From an optimization exercise on the open Yosys and OpenROAD flow, aimed at small area; shortcuts taken in it are not production practice. Function was checked by simulation only, so behaviour that the tests miss may differ from the original.

<file path="design/flow/config.mk">
export PLATFORM = sky130hd
export DESIGN_NAME = csi2_rx_core
export DESIGN_NICKNAME = csi2_rx_core
export VERILOG_FILES = /design/flow/design.v
export SDC_FILE = /design/flow/constraint.sdc
export NUM_CORES = 4
export LEC_CHECK = 0
export CAP_MARGIN = 20
export CORE_MARGIN = 2
export CORE_UTILIZATION = 40
export SLEW_MARGIN = 20
</file>
<file path="design/flow/constraint.sdc">
create_clock -name core_clock -period 5.0 [get_ports {clk_i}]
set_input_delay 1.0000 -clock core_clock [delete_from_list [all_inputs] [get_ports {clk_i}]]
set_output_delay 1.0000 -clock core_clock [all_outputs]
set_load 0.01 [all_outputs]
</file>
<file path="design/flow/design.v">
package csi2_data_types_pkg;
parameter bit [5:0] NULL            = 6'h10;
parameter bit [5:0] BLANKING        = 6'h11;
parameter bit [5:0] EMBEDDED        = 6'h12;
parameter bit [5:0] YUV_420_8       = 6'h18;
parameter bit [5:0] YUV_420_10      = 6'h19;
parameter bit [5:0] YUV_420_LEGACY  = 6'h1a;
parameter bit [5:0] YUV_8_CR_SHIFT  = 6'h1c;
parameter bit [5:0] YUV_10_CR_SHIFT = 6'h1d;
parameter bit [5:0] YUV_422_8       = 6'h1e;
parameter bit [5:0] YUV_422_10      = 6'h1f;
parameter bit [5:0] RGB_444         = 6'h20;
parameter bit [5:0] RGB_555         = 6'h21;
parameter bit [5:0] RGB_565         = 6'h22;
parameter bit [5:0] RGB_666         = 6'h23;
parameter bit [5:0] RGB_888         = 6'h24;
parameter bit [5:0] RAW_6           = 6'h28;
parameter bit [5:0] RAW_7           = 6'h29;
parameter bit [5:0] RAW_8           = 6'h2a;
parameter bit [5:0] RAW_10          = 6'h2b;
parameter bit [5:0] RAW_12          = 6'h2c;
parameter bit [5:0] RAW_14          = 6'h2d;
parameter bit [5:0] FRAME_START     = 6'h0;
parameter bit [5:0] FRAME_END       = 6'h1;
parameter bit [5:0] LINE_START      = 6'h2;
parameter bit [5:0] LINE_END        = 6'h3;
endpackage
module dphy_byte_align
(
  input                clk_i,
  input                rst_i,
  input        [7 : 0] unaligned_byte_i,
  input                reset_align_i,
  input                hs_data_valid_i,
  output logic         valid_o,
  output logic [7 : 0] aligned_byte_o
);
localparam bit [7 : 0] SYNC_PATTERN = 8'b10111000;
logic [7 : 0]  unaligned_byte_d1;
logic [7 : 0]  unaligned_byte_d2;
logic [3 : 0]  sync_offset;
logic          found_sync;
logic [15 : 0] compare_window;
logic [3 : 0]  align_shift;
logic          sync_done;
always_ff @( posedge clk_i, posedge rst_i )
  if( rst_i )
    begin
      unaligned_byte_d1 <= '0;
      unaligned_byte_d2 <= '0;
    end
  else
    begin
      unaligned_byte_d1 <= unaligned_byte_i;
      unaligned_byte_d2 <= unaligned_byte_d1;
    end
always_comb
  begin
    sync_offset = 4'd0;
    found_sync  = 1'b0;
    compare_window = { unaligned_byte_d1, unaligned_byte_d2 };
    if( hs_data_valid_i )
      for( int i = 7; i >= 0; i-- )
        begin
          compare_window = { unaligned_byte_d1, unaligned_byte_d2 } >> i;
          if( compare_window[7 : 0] == SYNC_PATTERN )
            begin
              sync_offset = 4'( i );
              found_sync  = 1'b1;
            end
        end
  end
always_ff @( posedge clk_i, posedge rst_i )
  if( rst_i )
    begin
      align_shift <= 3'd0;
      sync_done   <= 1'b0;
    end
  else
    if( !sync_done && found_sync )
      begin
        align_shift <= sync_offset;
        sync_done   <= 1'b1;
      end
    else
      if( reset_align_i )
        sync_done <= 1'b0;
always_ff @( posedge clk_i, posedge rst_i )
  if( rst_i )
    valid_o <= 1'b0;
  else
    if( reset_align_i || !hs_data_valid_i)
      valid_o <= 1'b0;
    else
      valid_o <= sync_done;
always_ff @( posedge clk_i, posedge rst_i )
  if( rst_i )
    aligned_byte_o <= '0;
  else
    for( int i = 0; i < 8; i++ )
      if( 4'( i ) == align_shift )
        aligned_byte_o <= { unaligned_byte_d1, unaligned_byte_d2 } >> i;
endmodule
module dphy_word_align #(
  parameter int DATA_LANES = 4
)(
  input                                    clk_i,
  input                                    rst_i,
  input                                    eop_i,
  input        [DATA_LANES - 1 : 0][7 : 0] byte_data_i,
  input        [DATA_LANES - 1 : 0]        valid_i,
  output logic                             reset_align_o,
  output logic [DATA_LANES - 1 : 0][7 : 0] word_o,
  output logic                             valid_o
);
logic [DATA_LANES - 1 : 0][7 : 0] word_d1;
logic [DATA_LANES - 1 : 0][7 : 0] word_d2;
logic [DATA_LANES - 1 : 0][7 : 0] word_d3;
logic [DATA_LANES - 1 : 0]        valid_d1;
logic [DATA_LANES - 1 : 0]        valid_d2;
logic [DATA_LANES - 1 : 0]        valid_d3;
logic [DATA_LANES - 1 : 0][1 : 0] sel_delay;
logic [DATA_LANES - 1 : 0][1 : 0] sel_delay_reg;
logic                             one_lane_sync;
logic                             all_lanes_valid;
logic                             invalid_start;
assign all_lanes_valid = &valid_d1;
assign invalid_start   = one_lane_sync && !all_lanes_valid;
assign reset_align_o   = eop_i || invalid_start;
always_ff @( posedge clk_i, posedge rst_i )
  if( rst_i )
    begin
      word_d1  <= '0;
      word_d2  <= '0;
      word_d3  <= '0;
      valid_d1 <= '0;
      valid_d2 <= '0;
      valid_d3 <= '0;
    end
  else
    begin
      word_d1  <= byte_data_i;
      word_d2  <= word_d1;
      word_d3  <= word_d2;
      valid_d1 <= valid_i;
      valid_d2 <= valid_d1;
      valid_d3 <= valid_d2;
    end
always_ff @( posedge clk_i, posedge rst_i )
  if( rst_i )
    valid_o <= 1'b0;
  else
    if( eop_i )
      valid_o <= 1'b0;
    else
      if( all_lanes_valid && &valid_i )
        valid_o <= 1'b1;
always_comb
  begin
    one_lane_sync = 1'b0;
    for( int i = 0; i < DATA_LANES; i++ )
      if( valid_d1[i] && valid_d2[i] && valid_d3[i] )
        one_lane_sync = 1'b1;
  end
always_ff @( posedge clk_i, posedge rst_i )
  if( rst_i )
    sel_delay_reg <= '0;
  else
    sel_delay_reg <= sel_delay;
always_comb
  begin
    sel_delay = sel_delay_reg;
    if( all_lanes_valid && !valid_o )
      for( int i = 0; i < DATA_LANES; i++ )
        if( valid_d3[i] )
          sel_delay[i] = 2'd2;
        else
          if( valid_d2[i] )
            sel_delay[i] = 2'd1;
          else
            sel_delay[i] = 2'd0;
  end
always_ff @( posedge clk_i, posedge rst_i )
  if( rst_i )
    word_o <= '0;
  else
    for( int i = 0; i < DATA_LANES; i++ )
      if( sel_delay[i] == 2'd2 )
        word_o[i] <= word_d3[i];
      else
        if( sel_delay[i] == 2'd1 )
          word_o[i] <= word_d2[i];
        else
          word_o[i] <= word_d1[i];
endmodule
module dphy_32b_map #(
  parameter int DATA_LANES = 4
)(
  input                                    clk_i,
  input                                    rst_i,
  input        [DATA_LANES - 1 : 0][7 : 0] word_data_i,
  input                                    valid_i,
  input                                    eop_i,
  output logic [31:0]                      maped_data_o,
  output logic                             valid_o
);
logic [3 : 0] word_pos;
logic         word_done;
always_ff @( posedge clk_i, posedge rst_i )
  if( rst_i )
    word_pos <= 'b1;
  else
    if( word_done || eop_i )
      word_pos <= 'b1;
    else
      if( valid_i )
        word_pos <= { word_pos[2 : 0], word_pos[3] };
generate
  case( DATA_LANES )
    1:
      begin : one_lane
        always_ff @( posedge clk_i, posedge rst_i )
          if( rst_i )
            maped_data_o <= '0;
          else
            for( int i = 0; i < 4; i++ )
              if( word_pos[i] )
                maped_data_o[(i + 1) * 8 - 1 -: 8] <= word_data_i;
        always_ff @( posedge clk_i, posedge rst_i )
          if( rst_i )
            valid_o <= 1'b0;
          else
            if( word_pos == 4'b1000 && !eop_i )
              valid_o <= valid_i;
            else
              valid_o <= 1'b0;
          assign word_done = ( word_pos == 4'b1000 && valid_i );
      end
    2:
      begin : two_lanes
        always_ff @( posedge clk_i, posedge rst_i )
          if( rst_i )
            maped_data_o <= '0;
          else
            for( int i = 0; i < 2; i++ )
              if( word_pos[i] )
                maped_data_o[( i + 1) * 16 - 1 -: 16] <= word_data_i;
        always_ff @( posedge clk_i, posedge rst_i )
          if( rst_i )
            valid_o <= 1'b0;
          else
            if( ( word_pos == 4'b1000 || word_pos == 4'b0010 ) &&
                !eop_i )
              valid_o <= valid_i;
            else
              valid_o <= 1'b0;
        assign word_done = ( ( word_pos == 4'b1000 || word_pos == 4'b0010 ) && valid_i );
      end
    3:
      begin : three_lanes
        logic [15:0] old_bytes;
        always_ff @( posedge clk_i, posedge rst_i )
          if( rst_i )
            begin
              maped_data_o <= '0;
              old_bytes    <= '0;
            end
          else
            case( word_pos )
              4'b0001:
                begin
                  maped_data_o[23 : 0] <= word_data_i;
                end
              4'b0010:
                begin
                  maped_data_o[31 : 24] <= word_data_i[0];
                  old_bytes             <= word_data_i[2:1];
                end
              4'b0100:
                begin
                  maped_data_o[15 : 0]  <= old_bytes;
                  maped_data_o[31 : 16] <= word_data_i[1 : 0];
                  old_bytes[7 : 0]      <= word_data_i[2];
                end
              4'b1000:
                begin
                  maped_data_o[7 : 0]  <= old_bytes[7 : 0];
                  maped_data_o[31 : 8] <= word_data_i;
                end
              default:
                begin
                  maped_data_o <= maped_data_o;
                  old_bytes    <= old_bytes;
                end
            endcase
        always_ff @( posedge clk_i, posedge rst_i )
          if( rst_i )
            valid_o <= 1'b0;
          else
            if( word_pos != 4'b0001 && !eop_i )
              valid_o <= valid_i;
            else
              valid_o <= 1'b0;
        assign word_done = ( word_pos == 4'b1000 && valid_i );
      end
    4:
      begin : four_lanes
        always_ff @( posedge clk_i, posedge rst_i )
          if( rst_i )
            maped_data_o <= '0;
          else
            maped_data_o <= word_data_i;
        always_ff @( posedge clk_i, posedge rst_i )
          if( rst_i )
            valid_o <= 1'b0;
          else
            if( !eop_i )
              valid_o <= valid_i;
        assign word_done = valid_i;
      end
    default:
      begin : unspecified_lanes
        always_ff @( posedge clk_i, posedge rst_i )
          if( rst_i )
            maped_data_o <= '0;
          else
            maped_data_o <= maped_data_o;
        always_ff @( posedge clk_i, posedge rst_i )
          if( rst_i )
            valid_o <= 1'b0;
          else
            valid_o <= valid_o;
        assign word_done = 1'b0;
      end
  endcase
endgenerate
endmodule
module csi2_hamming_dec
(
  input                 clk_i,
  input                 rst_i,
  input                 valid_i,
  input        [31 : 0] data_i,
  input                 pkt_done_i,
  output logic          error_o,
  output logic          error_corrected_o,
  output logic [31 : 0] data_o,
  output logic          valid_o
);
logic [5 : 0]         generated_parity;
logic [5 : 0]         syndrome;
logic [4 : 0]         err_bit_pos;
logic [31 : 0]        data_d;
logic                 valid_d;
logic                 header_valid;
logic                 header_passed;
logic                 error_detected;
assign syndrome       = generated_parity ^ data_i[29 : 24];
logic [4 : 0] err_bit_rom_q;
always_comb
  case( syndrome )
    6'd0: err_bit_rom_q = 5'h1F;
    6'd1: err_bit_rom_q = 5'h1F;
    6'd2: err_bit_rom_q = 5'h1F;
    6'd3: err_bit_rom_q = 5'h1F;
    6'd4: err_bit_rom_q = 5'h1F;
    6'd5: err_bit_rom_q = 5'h1F;
    6'd6: err_bit_rom_q = 5'h1F;
    6'd7: err_bit_rom_q = 5'h00;
    6'd8: err_bit_rom_q = 5'h1F;
    6'd9: err_bit_rom_q = 5'h1F;
    6'd10: err_bit_rom_q = 5'h1F;
    6'd11: err_bit_rom_q = 5'h01;
    6'd12: err_bit_rom_q = 5'h1F;
    6'd13: err_bit_rom_q = 5'h02;
    6'd14: err_bit_rom_q = 5'h03;
    6'd15: err_bit_rom_q = 5'h1F;
    6'd16: err_bit_rom_q = 5'h1F;
    6'd17: err_bit_rom_q = 5'h1F;
    6'd18: err_bit_rom_q = 5'h1F;
    6'd19: err_bit_rom_q = 5'h04;
    6'd20: err_bit_rom_q = 5'h1F;
    6'd21: err_bit_rom_q = 5'h05;
    6'd22: err_bit_rom_q = 5'h06;
    6'd23: err_bit_rom_q = 5'h1F;
    6'd24: err_bit_rom_q = 5'h1F;
    6'd25: err_bit_rom_q = 5'h07;
    6'd26: err_bit_rom_q = 5'h08;
    6'd27: err_bit_rom_q = 5'h1F;
    6'd28: err_bit_rom_q = 5'h09;
    6'd29: err_bit_rom_q = 5'h1F;
    6'd30: err_bit_rom_q = 5'h1F;
    6'd31: err_bit_rom_q = 5'h14;
    6'd32: err_bit_rom_q = 5'h1F;
    6'd33: err_bit_rom_q = 5'h1F;
    6'd34: err_bit_rom_q = 5'h1F;
    6'd35: err_bit_rom_q = 5'h0A;
    6'd36: err_bit_rom_q = 5'h1F;
    6'd37: err_bit_rom_q = 5'h0B;
    6'd38: err_bit_rom_q = 5'h0C;
    6'd39: err_bit_rom_q = 5'h1F;
    6'd40: err_bit_rom_q = 5'h1F;
    6'd41: err_bit_rom_q = 5'h0D;
    6'd42: err_bit_rom_q = 5'h0E;
    6'd43: err_bit_rom_q = 5'h1F;
    6'd44: err_bit_rom_q = 5'h0F;
    6'd45: err_bit_rom_q = 5'h1F;
    6'd46: err_bit_rom_q = 5'h1F;
    6'd47: err_bit_rom_q = 5'h15;
    6'd48: err_bit_rom_q = 5'h1F;
    6'd49: err_bit_rom_q = 5'h10;
    6'd50: err_bit_rom_q = 5'h11;
    6'd51: err_bit_rom_q = 5'h1F;
    6'd52: err_bit_rom_q = 5'h12;
    6'd53: err_bit_rom_q = 5'h1F;
    6'd54: err_bit_rom_q = 5'h1F;
    6'd55: err_bit_rom_q = 5'h16;
    6'd56: err_bit_rom_q = 5'h13;
    6'd57: err_bit_rom_q = 5'h1F;
    6'd58: err_bit_rom_q = 5'h1F;
    6'd59: err_bit_rom_q = 5'h17;
    6'd60: err_bit_rom_q = 5'h1F;
    6'd61: err_bit_rom_q = 5'h1F;
    6'd62: err_bit_rom_q = 5'h1F;
    6'd63: err_bit_rom_q = 5'h1F;
    default: err_bit_rom_q = 5'h1F;
  endcase
assign header_valid   = valid_d && !header_passed && !pkt_done_i;
always_ff @( posedge clk_i, posedge rst_i )
  if( rst_i )
    err_bit_pos <= '1;
  else
    err_bit_pos <= err_bit_rom_q;
always_ff @( posedge clk_i, posedge rst_i )
  if( rst_i )
    header_passed <= 1'b0;
  else
    if( pkt_done_i )
      header_passed <= 1'b0;
    else
      if( header_valid )
        header_passed <= 1'b1;
always_ff @( posedge clk_i, posedge rst_i )
  if( rst_i )
    error_detected <= 1'b0;
  else
    if( pkt_done_i )
      error_detected <= 1'b0;
    else
      if( syndrome != 6'd0 )
        error_detected <= 1'b1;
      else
        error_detected <= 1'b0;
always_ff @( posedge clk_i, posedge rst_i )
  if( rst_i )
    begin
      data_d  <= '0;
      valid_d <= '0;
    end
  else
    if( pkt_done_i )
      begin
        data_d  <= 32'd0;
        valid_d <= 1'b0;
      end
    else
      begin
        data_d  <= data_i;
        valid_d <= valid_i;
      end
always_comb
  begin
    generated_parity[0] = data_i[0]  ^ data_i[1]  ^ data_i[2]  ^ data_i[4]  ^ data_i[5]  ^
                          data_i[7]  ^ data_i[10] ^ data_i[11] ^ data_i[13] ^ data_i[16] ^
                          data_i[20] ^ data_i[21] ^ data_i[22] ^ data_i[23];
    generated_parity[1] = data_i[0]  ^ data_i[1]  ^ data_i[3]  ^ data_i[4]  ^ data_i[6]  ^
                          data_i[8]  ^ data_i[10] ^ data_i[12] ^ data_i[14] ^ data_i[17] ^
                          data_i[20] ^ data_i[21] ^ data_i[22] ^ data_i[23];
    generated_parity[2] = data_i[0]  ^ data_i[2]  ^ data_i[3]  ^ data_i[5]  ^ data_i[6]  ^
                          data_i[9]  ^ data_i[11] ^ data_i[12] ^ data_i[15] ^ data_i[18] ^
                          data_i[20] ^ data_i[21] ^ data_i[22];
    generated_parity[3] = data_i[1]  ^ data_i[2]  ^ data_i[3]  ^ data_i[7]  ^ data_i[8]  ^
                          data_i[9]  ^ data_i[13] ^ data_i[14] ^ data_i[15] ^ data_i[19] ^
                          data_i[20] ^ data_i[21] ^ data_i[23];
    generated_parity[4] = data_i[4]  ^ data_i[5]  ^ data_i[6]  ^ data_i[7]  ^ data_i[8]  ^
                          data_i[9]  ^ data_i[16] ^ data_i[17] ^ data_i[18] ^ data_i[19] ^
                          data_i[20] ^ data_i[22] ^ data_i[23];
    generated_parity[5] = data_i[10] ^ data_i[11] ^ data_i[12] ^ data_i[13] ^ data_i[14] ^
                          data_i[15] ^ data_i[16] ^ data_i[17] ^ data_i[18] ^ data_i[19] ^
                          data_i[21] ^ data_i[22] ^ data_i[23];
  end
always_ff @( posedge clk_i, posedge rst_i )
  if( rst_i )
    begin
      error_o           <= 1'b0;
      error_corrected_o <= 1'b0;
    end
  else
    if( pkt_done_i )
      begin
        error_o           <= 1'b0;
        error_corrected_o <= 1'b0;
      end
    else
      if( header_valid && error_detected )
        begin
          error_o <= 1'b1;
          if( err_bit_pos != 5'h1f )
            error_corrected_o <= 1'b1;
        end
always_ff @( posedge clk_i, posedge rst_i )
  if( rst_i )
    data_o <= '0;
  else
    begin
      data_o <= data_d;
      if( header_valid && error_detected && err_bit_pos != 5'h1f )
        for( int i = 0; i < 24; i++ )
          if( i == err_bit_pos )
            data_o[i] <= !data_d[i];
    end
always_ff @( posedge clk_i, posedge rst_i )
  if( rst_i )
    valid_o <= 1'b0;
  else
    if( pkt_done_i )
      valid_o <= 1'b0;
    else
      valid_o <= valid_d;
endmodule
import csi2_data_types_pkg::*;
module csi2_to_axi4_stream #(
  parameter int FRAMES_TO_IGNORE = 20
)(
  input                 clk_i,
  input                 rst_i,
  input                 enable_i,
  input [31 : 0]        data_i,
  input                 valid_i,
  input                 error_i,
  output                phy_rst_o,
  output logic [31 : 0] pkt_o_tdata,
  output logic [3 : 0]  pkt_o_tstrb,
  output logic          pkt_o_tlast,
  output logic          pkt_o_tvalid
);
localparam int FRAME_CNT_WIDTH = $clog2( FRAMES_TO_IGNORE ) + 1;
logic                           valid_d1;
logic                           pkt_running;
logic                           last_word;
logic                           header_valid;
logic                           short_pkt;
logic                           long_pkt;
logic [15 : 0]                  byte_cnt, byte_cnt_comb;
logic                           disable_flag;
logic                           enable_d1;
logic                           enable_d2;
logic                           frame_start;
logic                           stream_stable;
logic [FRAME_CNT_WIDTH - 1 : 0] ignore_cnt;
assign header_valid = valid_i && !valid_d1 && !error_i && 
                      !pkt_running;
assign long_pkt     = header_valid && data_i[5 : 0] >= 6'h10;
assign short_pkt    = header_valid && data_i[5 : 0] <  6'h10;
assign last_word    = pkt_running && byte_cnt_comb == '0;
assign phy_rst_o    = short_pkt || last_word || error_i || disable_flag;
assign frame_start  = header_valid && data_i[5 : 0] == FRAME_START;
always_ff @( posedge clk_i, posedge rst_i )
  if( rst_i )
    begin
      enable_d1 <= '0;
      enable_d2 <= '0;
    end
  else
    begin
      enable_d1 <= enable_i;
      enable_d2 <= enable_d1;
    end
always_ff @( posedge clk_i, posedge rst_i )
  if( rst_i )
    disable_flag <= 1'b0;
  else
    if( ( !pkt_running && !header_valid || last_word ) && !enable_d2 )
      disable_flag <= 1'b1;
    else
      if( enable_d2 )
        disable_flag <= 1'b0;
always_ff @( posedge clk_i, posedge rst_i )
  if( rst_i )
    valid_d1 <= '0;
  else
    valid_d1 <= valid_i;
always_ff @( posedge clk_i, posedge rst_i )
  if( rst_i )
    pkt_running <= '0;
  else
    if( long_pkt )
      pkt_running <= 1'b1;
    else
      if( phy_rst_o )
        pkt_running <= 1'b0;
always_ff @( posedge clk_i, posedge rst_i )
  if( rst_i )
    byte_cnt <= '0;
  else
    byte_cnt <= byte_cnt_comb;
always_comb
  begin
    byte_cnt_comb = byte_cnt;
    if( long_pkt )
      byte_cnt_comb = data_i[23 : 8] + 2'd2;
    else
      if( valid_i )
        if( byte_cnt < 16'd4 )
          byte_cnt_comb = '0;
        else
          byte_cnt_comb = byte_cnt - 3'd4;
  end
always_ff @( posedge clk_i, posedge rst_i )
  if( rst_i )
    ignore_cnt <= '0;
  else
    if( disable_flag )
      ignore_cnt <= '0;
    else
      if( frame_start && ignore_cnt < FRAMES_TO_IGNORE )
        ignore_cnt <= ignore_cnt + 1'b1;
assign stream_stable = ignore_cnt == FRAMES_TO_IGNORE;
always_ff @( posedge clk_i, posedge rst_i )
  if( rst_i )
    begin
      pkt_o_tvalid <= '0;
      pkt_o_tdata  <= '0;
    end
  else
    if( header_valid || pkt_running && valid_i && stream_stable )
      begin
        pkt_o_tvalid <= 1'b1;
        pkt_o_tdata  <= data_i;
      end
    else
      begin
        pkt_o_tvalid <= 1'b0;
        pkt_o_tdata  <= '0;
      end
always_ff @( posedge clk_i, posedge rst_i )
  if( rst_i )
    pkt_o_tstrb <= '0;
  else
    if( last_word )
      for( int i = 0; i < 4; i++ )
        if( i < byte_cnt )
          pkt_o_tstrb[i] <= 1'b1;
        else
          pkt_o_tstrb[i] <= 1'b0;
    else
      pkt_o_tstrb <= '1;
always_ff @( posedge clk_i, posedge rst_i )
  if( rst_i )
    pkt_o_tlast <= '0;
  else
    if( short_pkt || last_word )
      pkt_o_tlast <= 1'b1;
    else
      pkt_o_tlast <= 1'b0;
endmodule
module crc_calc #(
  parameter int                    POLY       = 16'h1021,
  parameter int                    CRC_SIZE   = 16,
  parameter int                    DATA_WIDTH = 32,
  parameter bit [CRC_SIZE - 1 : 0] INIT       = '1,
  parameter bit                    REF_IN     = 1'b1,
  parameter bit                    REF_OUT    = 1'b1,
  parameter bit [CRC_SIZE - 1 : 0] XOR_OUT    = '0
)(
  input                             clk_i,
  input                             rst_i,
  input                             soft_reset_i,
  input                             valid_i,
  input        [DATA_WIDTH - 1 : 0] data_i,
  output logic [CRC_SIZE - 1 : 0]   crc_o
);
logic [CRC_SIZE - 1 : 0] crc;
logic [CRC_SIZE - 1 : 0] crc_next;
logic                    fb;
always_comb
  begin
    crc_next = crc;
    for( int i = 0; i < DATA_WIDTH; i++ )
      begin
        fb       = crc_next[CRC_SIZE - 1] ^
                   ( REF_IN ? data_i[i] : data_i[DATA_WIDTH - 1 - i] );
        crc_next = { crc_next[CRC_SIZE - 2 : 0], 1'b0 } ^
                   ( fb ? POLY[CRC_SIZE - 1 : 0] : '0 );
      end
  end
always_ff @( posedge clk_i, posedge rst_i )
  if( rst_i )
    crc <= INIT;
  else
    if( soft_reset_i )
      crc <= INIT;
    else
      if( valid_i )
        crc <= crc_next;
always_comb
  for( int i = 0; i < CRC_SIZE; i++ )
    crc_o[i] = ( REF_OUT ? crc[CRC_SIZE - 1 - i] : crc[i] ) ^ XOR_OUT[i];
endmodule
module csi2_crc_calc
(
  input                 clk_i,
  input                 rst_i,
  input  [31 : 0]       tdata_i,
  input  [3 : 0]        tstrb_i,
  input                 tvalid_i,
  input                 tlast_i,
  output logic          crc_passed_o,
  output logic          crc_failed_o
);
localparam int CSI2_CRC_POLY = 16'h1021;
logic [15 : 0] main_crc;
logic [15 : 0] crc_8bit;
logic [15 : 0] crc_8bit_prev;
logic [15 : 0] crc_16bit;
logic [15 : 0] crc_16bit_prev;
logic [15 : 0] crc_24bit;
logic [15 : 0] crc_24bit_prev;
logic [15 : 0] crc_32bit;
logic [15 : 0] crc_32bit_prev;
logic          payload_in_progress;
logic          long_pkt_payload_valid;
logic [31 : 0] long_pkt_payload;
logic          long_pkt_eop;
logic          long_pkt_eop_d1;
logic          crc_passed;
logic          crc_failed;
assign long_pkt_payload       = tdata_i;
assign long_pkt_payload_valid = tvalid_i && payload_in_progress;
assign long_pkt_eop           = tlast_i && payload_in_progress;
always_ff @( posedge clk_i, posedge rst_i )
  if( rst_i )
    payload_in_progress <= '0;
  else
    if( !payload_in_progress && tvalid_i &&
        tdata_i[7 : 0] > 8'hf )
      payload_in_progress <= 1'b1;
    else
      if( payload_in_progress && tvalid_i &&
          tlast_i )
        payload_in_progress <= 1'b0;
always_ff @( posedge clk_i, posedge rst_i )
  if( rst_i )
    long_pkt_eop_d1 <= 1'b0;
  else
    long_pkt_eop_d1 <= long_pkt_eop;
crc_calc #(
  .POLY         ( CSI2_CRC_POLY          ),
  .CRC_SIZE     ( 16                     ),
  .DATA_WIDTH   ( 32                     ),
  .INIT         ( 16'hffff               ),
  .REF_IN       ( 1                      ),
  .REF_OUT      ( 1                      ),
  .XOR_OUT      ( 16'h0                  )
) main_calc (
  .clk_i        ( clk_i                  ),
  .rst_i        ( rst_i                  ),
  .soft_reset_i ( long_pkt_eop_d1        ),
  .valid_i      ( long_pkt_payload_valid ),
  .data_i       ( long_pkt_payload       ),
  .crc_o        ( main_crc               )
);
always_comb
  begin
    crc_8bit      = main_crc;
    crc_8bit_prev = main_crc;
    for( int i = 0; i < 8; i++ )
      begin
        crc_8bit[15] = crc_8bit_prev[0] ^ long_pkt_payload[i];
        for( int j = 1; j < 16; j++ )
          if( CSI2_CRC_POLY[j] )
            crc_8bit[15 - j] = crc_8bit_prev[16 - j] ^ crc_8bit_prev[0] ^ 
                               long_pkt_payload[i];
          else
            crc_8bit[15 - j] = crc_8bit_prev[16 - j];
        crc_8bit_prev = crc_8bit;
      end
  end
always_comb
  begin
    crc_16bit      = main_crc;
    crc_16bit_prev = main_crc;
    for( int i = 0; i < 16; i++ )
      begin
        crc_16bit[15] = crc_16bit_prev[0] ^ long_pkt_payload[i];
        for( int j = 1; j < 16; j++ )
          if( CSI2_CRC_POLY[j] )
            crc_16bit[15 - j] = crc_16bit_prev[16 - j] ^ crc_16bit_prev[0] ^ 
                                long_pkt_payload[i];
          else
            crc_16bit[15 - j] = crc_16bit_prev[16 - j];
        crc_16bit_prev = crc_16bit;
      end
  end
always_comb
  begin
    crc_24bit      = main_crc;
    crc_24bit_prev = main_crc;
    for( int i = 0; i < 24; i++ )
      begin
        crc_24bit[15] = crc_24bit_prev[0] ^ long_pkt_payload[i];
        for( int j = 1; j < 16; j++ )
          if( CSI2_CRC_POLY[j] )
            crc_24bit[15 - j] = crc_24bit_prev[16 - j] ^ crc_24bit_prev[0] ^ 
                               long_pkt_payload[i];
          else
            crc_24bit[15 - j] = crc_24bit_prev[16 - j];
        crc_24bit_prev = crc_24bit;
      end
  end
always_comb
  begin
    crc_32bit      = main_crc;
    crc_32bit_prev = main_crc;
    for( int i = 0; i < 32; i++ )
      begin
        crc_32bit[15] = crc_32bit_prev[0] ^ long_pkt_payload[i];
        for( int j = 1; j < 16; j++ )
          if( CSI2_CRC_POLY[j] )
            crc_32bit[15 - j] = crc_32bit_prev[16 - j] ^ crc_32bit_prev[0] ^ 
                               long_pkt_payload[i];
          else
            crc_32bit[15 - j] = crc_32bit_prev[16 - j];
        crc_32bit_prev = crc_32bit;
      end
  end
assign crc_passed = ( long_pkt_eop &&
                      ( ( tstrb_i == 4'b0001 && crc_8bit  == '0 ) ||
                        ( tstrb_i == 4'b0011 && crc_16bit == '0 ) ||
                        ( tstrb_i == 4'b0111 && crc_24bit == '0 ) ||
                        ( tstrb_i == 4'b1111 && crc_32bit == '0 ) ) );
assign crc_failed = ( long_pkt_eop &&
                      ( ( tstrb_i == 4'b0001 && crc_8bit  != '0 ) ||
                        ( tstrb_i == 4'b0011 && crc_16bit != '0 ) ||
                        ( tstrb_i == 4'b0111 && crc_24bit != '0 ) ||
                        ( tstrb_i == 4'b1111 && crc_32bit != '0 ) ) );
always_ff @( posedge clk_i, posedge rst_i )
  if( rst_i )
    begin
      crc_passed_o <= '0;
      crc_failed_o <= '0;
    end
  else
    begin
      crc_passed_o <= crc_passed;
      crc_failed_o <= crc_failed;
    end
endmodule
import csi2_data_types_pkg::*;
module csi2_pkt_handler
(
  input                 clk_i,
  input                 rst_i,
  input        [31 : 0] pkt_i_tdata,
  input        [3 : 0]  pkt_i_tstrb,
  input                 pkt_i_tvalid,
  output logic          pkt_i_tready,
  output logic          frame_start_o,
  output logic          frame_end_o,
  output logic [31 : 0] pkt_o_tdata,
  output logic          pkt_o_tvalid,
  output logic          pkt_o_tlast,
  input                 pkt_o_tready
);
assign pkt_i_tready = pkt_o_tready;
enum logic [1 : 0] { IDLE_S,
                     RUN_S,
                     IGNORE_CRC_S } state, next_state;
logic [15 : 0] byte_cnt, byte_cnt_comb;
logic [15 : 0] pkt_size;
always_ff @( posedge clk_i, posedge rst_i )
  if( rst_i )
    state <= IDLE_S;
  else
    state <= next_state;
always_comb
  begin
    next_state = state;
    case( state )
      IDLE_S:
        begin
          if( pkt_i_tvalid && pkt_i_tready &&
              pkt_i_tdata[5 : 0] == RAW_10 )
            next_state = RUN_S;
        end
      RUN_S:
        begin
          if( pkt_i_tready &&
              byte_cnt >= pkt_size )
            if( pkt_size[1 : 0] == 2'd0 || pkt_size[1 : 0] == 2'd3 )
              next_state = IGNORE_CRC_S;
            else
              next_state = IDLE_S;
        end
      IGNORE_CRC_S:
        begin
          if(pkt_i_tvalid && pkt_i_tready )
            next_state = IDLE_S;
        end
    endcase
  end
always_ff @( posedge clk_i, posedge rst_i )
  if( rst_i )
    pkt_size <= '0;
  else
    if( state == IDLE_S && pkt_i_tvalid && pkt_i_tready &&
        pkt_i_tdata[5 : 0] == RAW_10 )
      pkt_size <= pkt_i_tdata[23 : 8];
always_ff @( posedge clk_i, posedge rst_i )
  if ( rst_i )
    byte_cnt <= '0;
  else
    byte_cnt <= byte_cnt_comb;
always_comb
  begin
    byte_cnt_comb = byte_cnt;
    if( state == RUN_S )
      begin
        if( pkt_i_tvalid && pkt_i_tready )
          for( int i = 0; i < 4; i ++ )
            if( pkt_i_tstrb[i] )
              byte_cnt_comb = byte_cnt_comb + 1'b1;
      end
    else
      byte_cnt_comb = '0;
  end
always_ff @( posedge clk_i, posedge rst_i )
  if( rst_i )
    frame_start_o <= '0;
  else
    if( pkt_i_tvalid && pkt_i_tready )
      if( pkt_i_tdata[5 : 0] == FRAME_START && state == IDLE_S )
        frame_start_o <= 1'b1;
      else
        frame_start_o <= 1'b0;
always_ff @( posedge clk_i, posedge rst_i )
  if( rst_i )
    frame_end_o <= '0;
  else
    if( pkt_i_tvalid && pkt_i_tready  )
      if( pkt_i_tdata[5 : 0] == FRAME_END && state == IDLE_S )
        frame_end_o <= 1'b1;
      else
        frame_end_o <= 1'b0;
always_ff @( posedge clk_i, posedge rst_i )
  if( rst_i )
    pkt_o_tdata <= '0;
  else
    if( pkt_i_tvalid && pkt_i_tready )
      pkt_o_tdata <= pkt_i_tdata;
always_ff @( posedge clk_i, posedge rst_i )
  if( rst_i )
    pkt_o_tvalid <= '0;
  else
    if( state == RUN_S && pkt_i_tvalid && 
        pkt_i_tready && byte_cnt < pkt_size )
      pkt_o_tvalid <= 1'b1;
    else
      if( pkt_i_tready )
        pkt_o_tvalid <= 1'b0;
always_ff @( posedge clk_i, posedge rst_i )
  if( rst_i )
    pkt_o_tlast <= '0;
  else
    if( state == RUN_S && byte_cnt_comb >= pkt_size &&
        byte_cnt < pkt_size )
      pkt_o_tlast <= 1'b1;
    else
      if( pkt_i_tready )
        pkt_o_tlast <= 1'b0;
endmodule
module csi2_raw10_32b_40b_gbx
(
  input                 clk_i,
  input                 rst_i,
  input        [31 : 0] pkt_i_tdata,
  input                 pkt_i_tvalid,
  input                 pkt_i_tlast,
  output logic          pkt_i_tready,
  output logic [39 : 0] pkt_o_tdata,
  output logic          pkt_o_tvalid,
  output logic          pkt_o_tlast,
  input                 pkt_o_tready
);
logic [31 : 0] tdata_d1;
assign pkt_i_tready = pkt_o_tready;
enum logic [2 : 0] { FIRST_WORD_S,
                     SECOND_WORD_S,
                     THIRD_WORD_S,
                     FOURTH_WORD_S,
                     FITH_WORD_S } state, next_state;
always_ff @( posedge clk_i, posedge rst_i )
  if( rst_i )
    state <= FIRST_WORD_S;
  else
    state <= next_state;
always_comb
  begin
    next_state = state;
    case( state )
      FIRST_WORD_S:
        begin
          if( pkt_i_tvalid && pkt_i_tready && !pkt_i_tlast )
            next_state = SECOND_WORD_S;
        end
      SECOND_WORD_S:
        begin
          if( pkt_i_tvalid && pkt_i_tready )
            if( pkt_i_tlast )
              next_state = FIRST_WORD_S;
            else
              next_state = THIRD_WORD_S;
        end
      THIRD_WORD_S:
        begin
          if( pkt_i_tvalid && pkt_i_tready )
            if( pkt_i_tlast )
              next_state = FIRST_WORD_S;
            else
              next_state = FOURTH_WORD_S;
        end
      FOURTH_WORD_S:
        begin
          if( pkt_i_tvalid && pkt_i_tready )
            if( pkt_i_tlast )
              next_state = FIRST_WORD_S;
            else
              next_state = FITH_WORD_S;
        end
      FITH_WORD_S:
        begin
          if( pkt_i_tvalid && pkt_i_tready )
            next_state = FIRST_WORD_S;
        end
    endcase
  end
always_ff @( posedge clk_i, posedge rst_i )
  if( rst_i )
    tdata_d1  <= '0;
  else
    if( pkt_i_tready && pkt_i_tvalid )
      tdata_d1  <= pkt_i_tdata;
always_ff @( posedge clk_i, posedge rst_i )
  if ( rst_i )
    pkt_o_tdata <= '0;
  else
    if( pkt_i_tvalid && pkt_i_tready )
      case( state )
        FIRST_WORD_S:
          begin
            pkt_o_tdata[7 : 0]   <= pkt_i_tdata[7 : 0];
            pkt_o_tdata[15 : 8]  <= pkt_i_tdata[15 : 8];
            pkt_o_tdata[23 : 16] <= pkt_i_tdata[23 : 16];
            pkt_o_tdata[31 : 24] <= pkt_i_tdata[31 : 24];
          end
        SECOND_WORD_S:
          begin
            pkt_o_tdata[39 : 32] <= pkt_i_tdata[7 : 0];
          end
        THIRD_WORD_S:
          begin
            pkt_o_tdata[7 : 0]   <= tdata_d1[15 : 8];
            pkt_o_tdata[15 : 8]  <= tdata_d1[23 : 16];
            pkt_o_tdata[23 : 16] <= tdata_d1[31 : 24];
            pkt_o_tdata[31 : 24] <= pkt_i_tdata[7 : 0];
            pkt_o_tdata[39 : 32] <= pkt_i_tdata[15 : 8];
          end
        FOURTH_WORD_S:
          begin
            pkt_o_tdata[7 : 0]   <= tdata_d1[23 : 16];
            pkt_o_tdata[15 : 8]  <= tdata_d1[31 : 24];
            pkt_o_tdata[23 : 16] <= pkt_i_tdata[7 : 0];
            pkt_o_tdata[31 : 24] <= pkt_i_tdata[15 : 8];
            pkt_o_tdata[39 : 32] <= pkt_i_tdata[23 : 16];
          end
        FITH_WORD_S:
          begin
            pkt_o_tdata[7 : 0]   <= tdata_d1[31 : 24];
            pkt_o_tdata[15 : 8]  <= pkt_i_tdata[7 : 0];
            pkt_o_tdata[23 : 16] <= pkt_i_tdata[15 : 8];
            pkt_o_tdata[31 : 24] <= pkt_i_tdata[23 : 16];
            pkt_o_tdata[39 : 32] <= pkt_i_tdata[31 : 24];
          end
      endcase
always_ff @( posedge clk_i, posedge rst_i )
  if( rst_i )
    pkt_o_tvalid <= 1'b0;
  else
    if( state != FIRST_WORD_S && pkt_i_tvalid && pkt_i_tready )
      pkt_o_tvalid <= 1'b1;
    else
      if( pkt_o_tready )
        pkt_o_tvalid <= 1'b0;
always_ff @( posedge clk_i, posedge rst_i )
  if( rst_i )
    pkt_o_tlast <= 1'b0;
  else
    if( pkt_i_tvalid && pkt_i_tready )
      pkt_o_tlast <= pkt_i_tlast;
endmodule
module csi2_rx_core
(
  input                clk_i,
  input                rst_i,
  input                enable_i,
  input  [15 : 0]      byte_data_i,
  input  [1 : 0]       hs_data_valid_i,
  output               header_err_o,
  output               corr_header_err_o,
  output               crc_err_o,
  output               frame_start_o,
  output               frame_end_o,
  output [39 : 0]      px_tdata_o,
  output               px_tvalid_o,
  output               px_tlast_o
);
localparam int DATA_LANES = 2;
logic [DATA_LANES - 1 : 0]        hs_data_valid_d1;
logic [DATA_LANES - 1 : 0]        hs_data_valid_d2;
logic [DATA_LANES - 1 : 0][7 : 0] aligned_byte_data;
logic [DATA_LANES - 1 : 0]        aligned_byte_valid;
logic                             reset_align;
logic [DATA_LANES - 1 : 0][7 : 0] word_data;
logic                             word_valid;
logic          phy_rst;
logic [31 : 0] phy_data;
logic          phy_data_valid;
logic          header_error;
logic          header_error_corrected;
logic          pkt_error;
logic          crc_passed;
logic          crc_failed;
logic [31 : 0] corrected_phy_data;
logic          corrected_phy_data_valid;
logic [31 : 0] pkt_tdata;
logic [3 : 0]  pkt_tstrb;
logic          pkt_tlast;
logic          pkt_tvalid;
logic [31 : 0] payload_tdata;
logic          payload_tvalid;
logic          payload_tlast;
logic          payload_tready;
logic          pkt_tready;
always_ff @( posedge clk_i, posedge rst_i )
  if( rst_i )
    begin
      hs_data_valid_d1 <= '0;
      hs_data_valid_d2 <= '0;
    end
  else
    begin
      hs_data_valid_d1 <= hs_data_valid_i;
      hs_data_valid_d2 <= hs_data_valid_d1;
    end
generate
  for( genvar i = 0; i < DATA_LANES; i++ )
    begin : byte_align
      dphy_byte_align byte_align
      (
        .clk_i            ( clk_i                         ),
        .rst_i            ( rst_i                         ),
        .unaligned_byte_i ( byte_data_i[i * 8 + 7 -: 8]   ),
        .reset_align_i    ( reset_align                   ),
        .hs_data_valid_i  ( hs_data_valid_d2[i]           ),
        .valid_o          ( aligned_byte_valid[i]         ),
        .aligned_byte_o   ( aligned_byte_data[i]          )
      );
    end
endgenerate
dphy_word_align #(
  .DATA_LANES    ( DATA_LANES         )
) word_align (
  .clk_i         ( clk_i              ),
  .rst_i         ( rst_i              ),
  .eop_i         ( phy_rst            ),
  .byte_data_i   ( aligned_byte_data  ),
  .valid_i       ( aligned_byte_valid ),
  .reset_align_o ( reset_align        ),
  .word_o        ( word_data          ),
  .valid_o       ( word_valid         )
);
dphy_32b_map #(
  .DATA_LANES   ( DATA_LANES     )
) mapper (
  .clk_i        ( clk_i          ),
  .rst_i        ( rst_i          ),
  .word_data_i  ( word_data      ),
  .eop_i        ( phy_rst        ),
  .valid_i      ( word_valid     ),
  .maped_data_o ( phy_data       ),
  .valid_o      ( phy_data_valid )
);
assign pkt_error         = header_error && !header_error_corrected;
assign crc_err_o         = crc_failed;
assign header_err_o      = header_error;
assign corr_header_err_o = header_error_corrected;
csi2_hamming_dec header_corrector (
  .clk_i             ( clk_i                    ),
  .rst_i             ( rst_i                    ),
  .valid_i           ( phy_data_valid           ),
  .data_i            ( phy_data                 ),
  .pkt_done_i        ( phy_rst                  ),
  .error_o           ( header_error             ),
  .error_corrected_o ( header_error_corrected   ),
  .data_o            ( corrected_phy_data       ),
  .valid_o           ( corrected_phy_data_valid )
);
csi2_to_axi4_stream #(
  .FRAMES_TO_IGNORE ( 0                        )
) axi4_conv (
  .clk_i            ( clk_i                    ),
  .rst_i            ( rst_i                    ),
  .enable_i         ( enable_i                 ),
  .data_i           ( corrected_phy_data       ),
  .valid_i          ( corrected_phy_data_valid ),
  .error_i          ( pkt_error                ),
  .phy_rst_o        ( phy_rst                  ),
  .pkt_o_tdata      ( pkt_tdata                ),
  .pkt_o_tstrb      ( pkt_tstrb                ),
  .pkt_o_tlast      ( pkt_tlast                ),
  .pkt_o_tvalid     ( pkt_tvalid               )
);
csi2_crc_calc crc_calc (
  .clk_i        ( clk_i        ),
  .rst_i        ( rst_i        ),
  .tdata_i      ( pkt_tdata    ),
  .tstrb_i      ( pkt_tstrb    ),
  .tvalid_i     ( pkt_tvalid   ),
  .tlast_i      ( pkt_tlast    ),
  .crc_passed_o ( crc_passed   ),
  .crc_failed_o ( crc_failed   )
);
csi2_pkt_handler payload_extractor
(
  .clk_i         ( clk_i          ),
  .rst_i         ( rst_i          ),
  .pkt_i_tdata   ( pkt_tdata      ),
  .pkt_i_tstrb   ( 4'b1111        ),
  .pkt_i_tvalid  ( pkt_tvalid     ),
  .pkt_i_tready  ( pkt_tready     ),
  .frame_start_o ( frame_start_o  ),
  .frame_end_o   ( frame_end_o    ),
  .pkt_o_tdata   ( payload_tdata  ),
  .pkt_o_tvalid  ( payload_tvalid ),
  .pkt_o_tlast   ( payload_tlast  ),
  .pkt_o_tready  ( payload_tready )
);
csi2_raw10_32b_40b_gbx gbx
(
  .clk_i        ( clk_i          ),
  .rst_i        ( rst_i          ),
  .pkt_i_tdata  ( payload_tdata  ),
  .pkt_i_tvalid ( payload_tvalid ),
  .pkt_i_tlast  ( payload_tlast  ),
  .pkt_i_tready ( payload_tready ),
  .pkt_o_tdata  ( px_tdata_o     ),
  .pkt_o_tvalid ( px_tvalid_o    ),
  .pkt_o_tlast  ( px_tlast_o     ),
  .pkt_o_tready ( 1'b1           )
);
endmodule
</file>
<file path="design/flow/run.sh">
#!/bin/bash
# synth_recipe.tcl (not shown) runs the flow's synth.tcl, then flattens the netlist and writes it again
# the make line also repeats each setting of config.mk as NAME=value (left out here)
make -C /OpenROAD-flow-scripts/flow DESIGN_CONFIG=/design/flow/config.mk WORK_HOME=/design/flow/orfs CLKGATE_MAP_FILE= SYNTH_SCRIPT=/design/flow/synth_recipe.tcl finish
</file>
==> results.ini <==
[timing]
finalMaxSlewViolations = 0
finalSetupViolations = 0
skew_ps = 32.96
max_freq_mhz = 208.6
slew_headroom_pct = 28.87
timing.final.crit_share_pct = 95.86
tightest_slew_ps = 1067
hold_viol_final = 0
layout_min_cycle_time_ps = 4793
fin_ws_ps = 207.2
holdWs_ps = 343.5

[synth]
yosysMostFrequentCell = dfrtp_1
ys_types = 86
ys_top_cells_by_count = dfrtp_1, nand2_1, nor2_1, xnor2_1, mux2_2
synth-seq-cells = 466
synth_ff_type = dfrtp_1
ys_seq_area_share_pct = 50.28
syn_nets = 2194
postSynthAreaPerCell_sq_um = 10.94
syn-instance-count = 2125
synth_edf_count = 0
yosys.area.top_type = dfrtp_1
syn_area_sq_um = 23250
synth.area.top_cells = dfrtp_1, mux2_2, xnor2_1, xor2_1, nand2_1
yosysTopAreaCellShare_pct = 47.79
yosysWarningCount = 10
synthArstFlopShare_pct = 100.0

[clock_network]
cts_buffer_depth = 3
cts.sinks = 466
tritoncts = done
h-tree-depth = 2
cts-root-buf = clkbuf_16
post_cts_buffers = 0
cts_made_buffers = 49
clock_latency_ps = 600
cts.reportedPaths.clkPinSlew_ps = 60

[floorplanning]
floorplan.initialDensity_pct = 40.37
core_sq_um = 57590
io-pin-count = 68
rows = 88
die-area_sq_um = 60070
dieWidth_um = 245.1
die_height_um = 245.1

[cells_and_area]
largest-register = gbx.pkt_o_tdata
multi_input_area_sq_um = 11070
seq_area_sq_um = 11690
area_growth_pct = 14.35
antenna_cells = 0
design_area_sq_um = 26590
fill_cells = 5377
drive_gt1_share_pct = 14.63
largest_reg_flops = 40
layout.nets = 2253
final_core_util_pct = 46.17

[power_and_ir_drop]
finalPower_w = 0.01219
leakagePower_nw = 11.56
p_per_area_nw_per_um2 = 458.4
vdd_drop_max_mv = 0.5639

[worst_setup_path]
criticalPathCategory = reg2reg
cp.arrival_ps = 5250
crit_path_max_fanout = 11
crit_family = simple AND/OR/NAND/NOR gates
path_cells = ha_1, buf_4, or4b_1, nand3_2, nand4_1, or4_4, or4_4, nor3b_4, xnor2_1, nand4bb_1, o2111ai_2, o311ai_2, ha_1, and3_1, a221oi_1, a21oi_1
crit_path_start_kind = flip-flop
cp_num_buf_inv = 1
critPathCaptureType = flip-flop
startpoint = payload_extractor.byte_cnt[0]$_DFF_PP0_
slowest_stage = or4_4
r2r_start = payload_extractor.byte_cnt[0]$_DFF_PP0_
critical_path_required_ps = 5460
max_stage_delay_ps = 560

[global_route]
antenna_found_initial = 0
grt_max_degree = 133
grt_pass1_wl_um = 87340
grtUsageTotal_pct = 17.87
grt_overflow = 0
grt_pass1_vias = 16220

[place]
pre_cts_ws_ps = 120.4
dpl_cell_area_sq_um = 24840
io_buffers = 67
gp_congestion = 0.8974
dp_hpwl_um = 37570

[run]
max-cap-violations = 0

[status]
outcome = no timing/DRC/antenna violations

[route]
routedWlPerCell_um = 17.52
num_vias = 15900
via_per_inst = 5.322
drc = 0
wirelength_um = 52350
drtIter0Drc = 984
drt-pass1-iter-count = 5
ant_nets = 0

[worst_hold_path]
hold_start = byte_align[0].byte_align.aligned_byte_o[7]$_DFFE_PP0P_
min_path_type = reg2reg

[final cells by class]
type	count	area share, %
clock buffer	71	5.375
clock inverter	18	0.9319
inverter	53	0.7624
multi-input combinational	1511	41.65
sequential	466	43.98
tap	765	3.600
timing repair buffer	103	3.709
[layout by cell type (no fill, tap or decap), types with 11 or more instances in the layout]
cell type	netlist	final
nand2b_1	27	27
nor2b_1	25	24
xnor2_2	14	15
clkbuf_8	0	12
nor2_1	158	158
nor3_1	33	33
clkbuf_16	0	49
xnor2_1	146	145
dfrtp_1	444	442
a22oi_1	21	21
nand3_1	39	39
nand2_1	179	179
ha_1	48	47
inv_1	52	51
a21o_1	19	19
nand3b_1	13	13
and2_1	48	48
o22ai_1	18	17
clkdlybuf4s50_1	0	67
a31oi_1	11	11
a21oi_1	63	63
nand4_1	20	20
a221oi_1	47	47
o21ai_0	96	96
mux2_2	119	119
and3_1	42	42
buf_4	0	32
xor2_1	80	80
dfstp_2	22	22
mux2i_1	67	67
[routing by layer]
metal  global-route usage [%]  vias to the layer above  wire [um]
met5                        0                        -          0
met2                    30.26                      329      25670
met3                    2.252                       95       1995
met1                    23.64                     7864      23040
li1                         -                     7609          -
met4                    6.098                        0       1637
[path summary, 6_finish.rpt]
check	slack, ps	to	cells past startpoint
setup / recovery	210	payload_extractor.pkt_o_tlast$_DFF_PP0_	16
hold / removal	340	word_align.word_d1[7]$_DFF_PP0_	0
setup reg to reg	210	payload_extractor.pkt_o_tlast$_DFF_PP0_	16
hold reg to reg	340	word_align.word_d1[7]$_DFF_PP0_	0
max in group asynchronous	2970	gbx.state[0]$_DFFE_PP0P_	3
min in group asynchronous	860	byte_align[0].byte_align.unaligned_byte_d1[1]$_DFF_PP0_	2
[power by group]
part           internal [W]  switching (W)
combinational       0.00158        0.00225
sequential          0.00426       0.000401
clock               0.00220        0.00151
[cells by family (layout without fill, tap and decap cells)]
family,Yosys count,count (layout),share of synthesized area [%]
AND/OR/NAND/NOR,663,663,14.63
flip-flops,466,466,50.28
AO/OA/AOI/OAI,358,358,10.40
XOR/XNOR,252,252,10.66
multiplexers,190,190,9.036
buffers and inverters,148,245,2.416
adder cells (fa/ha/maj),48,48,2.583
[timing repair]
action,in CTS,in global routing
hold buffers,0,0
endpoints found under the setup margin,0,1
gates resized for setup,0,10
[worst register-to-register path, stage by stage, from the launching register on]
cell and delay, ps:
dfrtp_1 410, ha_1 290, buf_4 210, or4b_1 550, nand3_2 160, nand4_1 150, or4_4 560, or4_4 470
nor3b_4 210, xnor2_1 200, nand4bb_1 220, o2111ai_2 240, o311ai_2 160, ha_1 310, and3_1 180, a221oi_1 230
a21oi_1 100
[per-stage QoR]
stage / TNS (ps) / std cells
detailed placement: 0 / 2898
CTS: 0 / 2987
global placement: 0 / 2897
floorplan: -1029130 / 2125
finish: 0 / 2987
global route: -5.004 / 2987

re-timing with driven ports:
No port has a modelled driver above. Below, the same layout with a new extraction and two added sets of constraints. Step 1 (the two cells are an assumption about what drives the block):
set clk [get_ports {clk_i}]
set_driving_cell -lib_cell sky130_fd_sc_hd__clkbuf_16 $clk
set_driving_cell -lib_cell sky130_fd_sc_hd__buf_2 [delete_from_list [all_inputs] $clk]
Step 2 also shifts input and output timing later by t, the mid clock arrival at the registers, as if the neighbouring blocks saw the same clock. Slacks: no drivers / after step 1 / after step 2; pairs: no drivers / after step 1.
t, ns: 0.639
setup WS [ns]: 0.207 / 0.207 / 0.207
slew at the worst register clock pin (ns): 0.06 / 0.06
worst slew at a driven data input, ns: 0.03
cell pins on the clock port's net: 1
After both steps setup and hold are still met in this run. For this run, drivers alone change the setup slack by 0.000 ns; drivers and shift together by 0.000 ns.
